Context: an optimization exercise on an open-source flow, tuned for small area and a short achievable clock period. The choices shown serve that exercise and are no tape-out recipe. The RTL was checked by simulation tests, not by an equivalence proof against the original design. Power is estimated from default activity; no workload was simulated.

==> flow/design.v (excerpt) <==
module rv_core(
    input clk,
    input rst_n,                 
    output [31:0] imem_addr,
    input  [31:0] imem_rdata,
    output [31:0] dmem_addr,
    output [31:0] dmem_wdata,
    output        dmem_we,
    input  [31:0] dmem_rdata
    );
wire [31:0] ins = imem_rdata;
wire [6:0]  op  = ins[6:0];
wire [2:0]  f3  = ins[14:12];
wire [4:0]  rd  = ins[11:7];
wire [4:0]  rs1 = ins[19:15];
wire [4:0]  rs2 = ins[24:20];
wire is_op    = (op == 7'b0110011);
wire is_opimm = (op == 7'b0010011);
wire is_lui   = (op == 7'b0110111);
wire is_load  = (op == 7'b0000011);
wire is_store = (op == 7'b0100011);
wire is_br    = (op == 7'b1100011);
wire is_jal   = (op == 7'b1101111);
reg  [31:1] pc_q;
wire [31:0] pc  = {pc_q, 1'b0};
wire [31:0] pc4 = {pc[31:2] + 30'd1, pc[1:0]};
reg  [31:0] rf [1:31];
wire        wen = rst_n & (is_op | is_opimm | is_lui | is_load | is_jal);
reg  [31:0] wdata;
integer k;
always @(posedge clk)
    for (k = 1; k < 32; k = k + 1)
        if (wen && rd == k)
            rf[k] <= wdata;
wire [61:0] sel1, sel2;      
genvar c;
generate
    for (c = 0; c < 2; c = c + 1) begin : g_dec
        rf_dec u_d1(.rs(rs1), .sel(sel1[31*c +: 31]));
        rf_dec u_d2(.rs(rs2), .sel(sel2[31*c +: 31]));
    end
endgenerate
wire [31:0] r1, r2;
wire [31:0] r1x;             
genvar i, j;
generate
    for (i = 0; i < 32; i = i + 1) begin : g_rd
        wire [31:1] col;
        for (j = 1; j < 32; j = j + 1) begin : g_c
            assign col[j] = rf[j][i];
        end
        rf_rdbit3d u_r1(.sel(sel1[31*(i/16) +: 31]), .d(col), .q(r1[i]), .q2(r1x[i]));
        rf_rdbit3 u_r2(.sel(sel2[31*(i/16) +: 31]), .d(col), .q(r2[i]));
    end
endgenerate
wire [31:0] imm_is = {{21{ins[31]}}, ins[30:25], (ins[5] ? ins[11:7] : ins[24:20])};
wire        b_reg  = ins[5] & (ins[4] | ins[6]);
wire [31:0] b      = b_reg ? r2 : imm_is;
wire [31:0] sum;             
wire [31:0] sum_o;           
wire [31:0] p;               
add_ksp u_add(.a(r1), .b(b), .s(sum_o), .s2(sum), .p(p));
wire        ltu;
ltu32 u_ltu(.a(r1x), .b(b), .p(p), .lt(ltu));
wire        lts    = (r1x[31] ^ b[31]) ? r1x[31] : ltu;
wire        eq     = ~|p;        
reg [31:0] alu;
always @(*)
    case (f3)
        3'b000:  alu = sum;
        3'b010:  alu = {31'd0, lts};
        3'b011:  alu = {31'd0, ltu};
        3'b110:  alu = r1x | b;
  ...
For scale: about 160 I/O pins.
Settings: LEC_CHECK=0, CAP_MARGIN=20, CORE_MARGIN=2, CORE_UTILIZATION=65, SETUP_SLACK_MARGIN=4.2, SLEW_MARGIN=20, SYNTH_HIERARCHICAL=1; clock period 12.5 ns.
standard.sh (not shown) runs the stock make flow with config.mk's settings and CLKGATE_MAP_FILE= SYNTH_SCRIPT=/design/flow/synth_recipe.tcl, a recipe that flattens the netlist after the stock synthesis.
==> flow/flow/run.sh <==
#!/bin/bash
# Layout flow: the standard layout (standard.sh: ORFS synthesis to final
# layout), run unchanged for synthesis, then with these differences:
#  * port buffers are buf_4 cells instead of ORFS's default choice (a
#    clkdlybuf4s50_1 delay cell); every port still gets its buffer;
#  * CTS builds its tree from clkbuf_16 with larger sink clusters and
#    no dummy loads.
# Each tool's full output goes to a log in this folder (and ORFS's own per-step
# logs under orfs/logs/).
set -euo pipefail
bash standard.sh synth > synth.log 2>&1
export BUFFER_PORTS_ARGS="-buffer_cell sky130_fd_sc_hd__buf_4"
export CTS_ARGS="-sink_clustering_enable -repair_clock_nets -dont_use_dummy_load -sink_clustering_size 30 -sink_clustering_max_diameter 100 -buf_list {sky130_fd_sc_hd__clkbuf_16}"
bash standard.sh > layout.log 2>&1
The first run went through all stages and came out clean.
Then changed:
--- a/flow/flow/run.sh
+++ b/flow/flow/run.sh
@@ -4 +4 @@
-#  * port buffers are buf_4 cells instead of ORFS's default choice (a
+#  * port buffers are buf_2 cells instead of ORFS's default choice (a
@@ -12 +12 @@
-export BUFFER_PORTS_ARGS="-buffer_cell sky130_fd_sc_hd__buf_4"
+export BUFFER_PORTS_ARGS="-buffer_cell sky130_fd_sc_hd__buf_2"
--- a/flow/config.mk
+++ b/flow/config.mk
@@ -11 +11 @@
-export SETUP_SLACK_MARGIN = 4.2
+export SETUP_SLACK_MARGIN = 4.4
Wire length climbs by 0.36%; clock skew drops by 0.028 ns; non-clock buffer count climbs by 16; maximum frequency climbs by 0.38%; sequential cell count stays the same; worst setup slack gains 0.033 ns; register-to-register slack loses 0.18 ns; critical path depth drops by 1; cell count stays flat; global-route usage drops by 0.27 points; final area stays flat.
Then changed:
--- a/flow/config.mk
+++ b/flow/config.mk
@@ -11 +11 @@
-export SETUP_SLACK_MARGIN = 4.4
+export SETUP_SLACK_MARGIN = 4.2
Wire length fell by about 1.5%.
Power decreases by 0.95%.
Final area is lower by about 1%.
Die area stays the same.
Flip-flop and latch count stays the same.
Core utilization drops by 0.74 points.
Cell count came out lower by about 0.4%.
Setup slack loses 0.026 ns.
Global-route usage is about the same.
Then changed:
--- a/flow/flow/run.sh
+++ b/flow/flow/run.sh
@@ -6 +6 @@
-#  * CTS builds its tree from clkbuf_16 with larger sink clusters and
+#  * CTS builds its tree from clkbuf_8/clkbuf_16 with larger sink clusters and
@@ -13 +13 @@
-export CTS_ARGS="-sink_clustering_enable -repair_clock_nets -dont_use_dummy_load -sink_clustering_size 30 -sink_clustering_max_diameter 100 -buf_list {sky130_fd_sc_hd__clkbuf_16}"
+export CTS_ARGS="-sink_clustering_enable -repair_clock_nets -dont_use_dummy_load -sink_clustering_size 20 -sink_clustering_max_diameter 80 -buf_list {sky130_fd_sc_hd__clkbuf_8 sky130_fd_sc_hd__clkbuf_16}"
--- a/flow/config.mk
+++ b/flow/config.mk
@@ -11 +11 @@
-export SETUP_SLACK_MARGIN = 4.2
+export SETUP_SLACK_MARGIN = 4
Outcome: Core utilization climbs by 0.16 points; power climbs by 3.7%; setup slack degrades by 0.20 ns; global-route usage increases by 0.41 points.

what the ideal ports hide:
How much do the figures lean on ideal ports? The routed layouts below were timed once more, with nothing changed but the port constraints. Step 1 assumes that a clkbuf_16 drives the clock port and a buf_2 every other input. Step 2 moves the port delays by t, midway between the first and last clock arrival at a register: inputs arrive t later, outputs are due t later. That takes back most of the time a late clock gives input paths. Three values: no drivers, after step 1, after step 2; two values: the first two.
| run | t, ns | slack for setup (ns) | worst setup path at the end | clock arrival spread, ns | worst register clock-pin slew, ns |
|---|---|---|---|---|---|
| the first run | 0.671 | 3.904 / 3.764 / 3.764 | input to output | 0.147 / 0.146 | 0.12 / 0.12 |
| the second run | 0.676 | 3.936 / 3.692 / 3.692 | input to output | 0.119 / 0.119 | 0.12 / 0.12 |
| the third run | 0.681 | 3.910 / 3.826 / 3.826 | input to output | 0.119 / 0.119 | 0.12 / 0.12 |
| the fourth run | 0.704 | 3.707 / 3.684 / 3.684 | input to output | 0.169 / 0.169 | 0.09 / 0.09 |
After both steps every run listed still meets setup and hold. For the second run, which loses most, drivers alone change the setup slack by -0.244 ns; drivers and shift together by -0.244 ns.
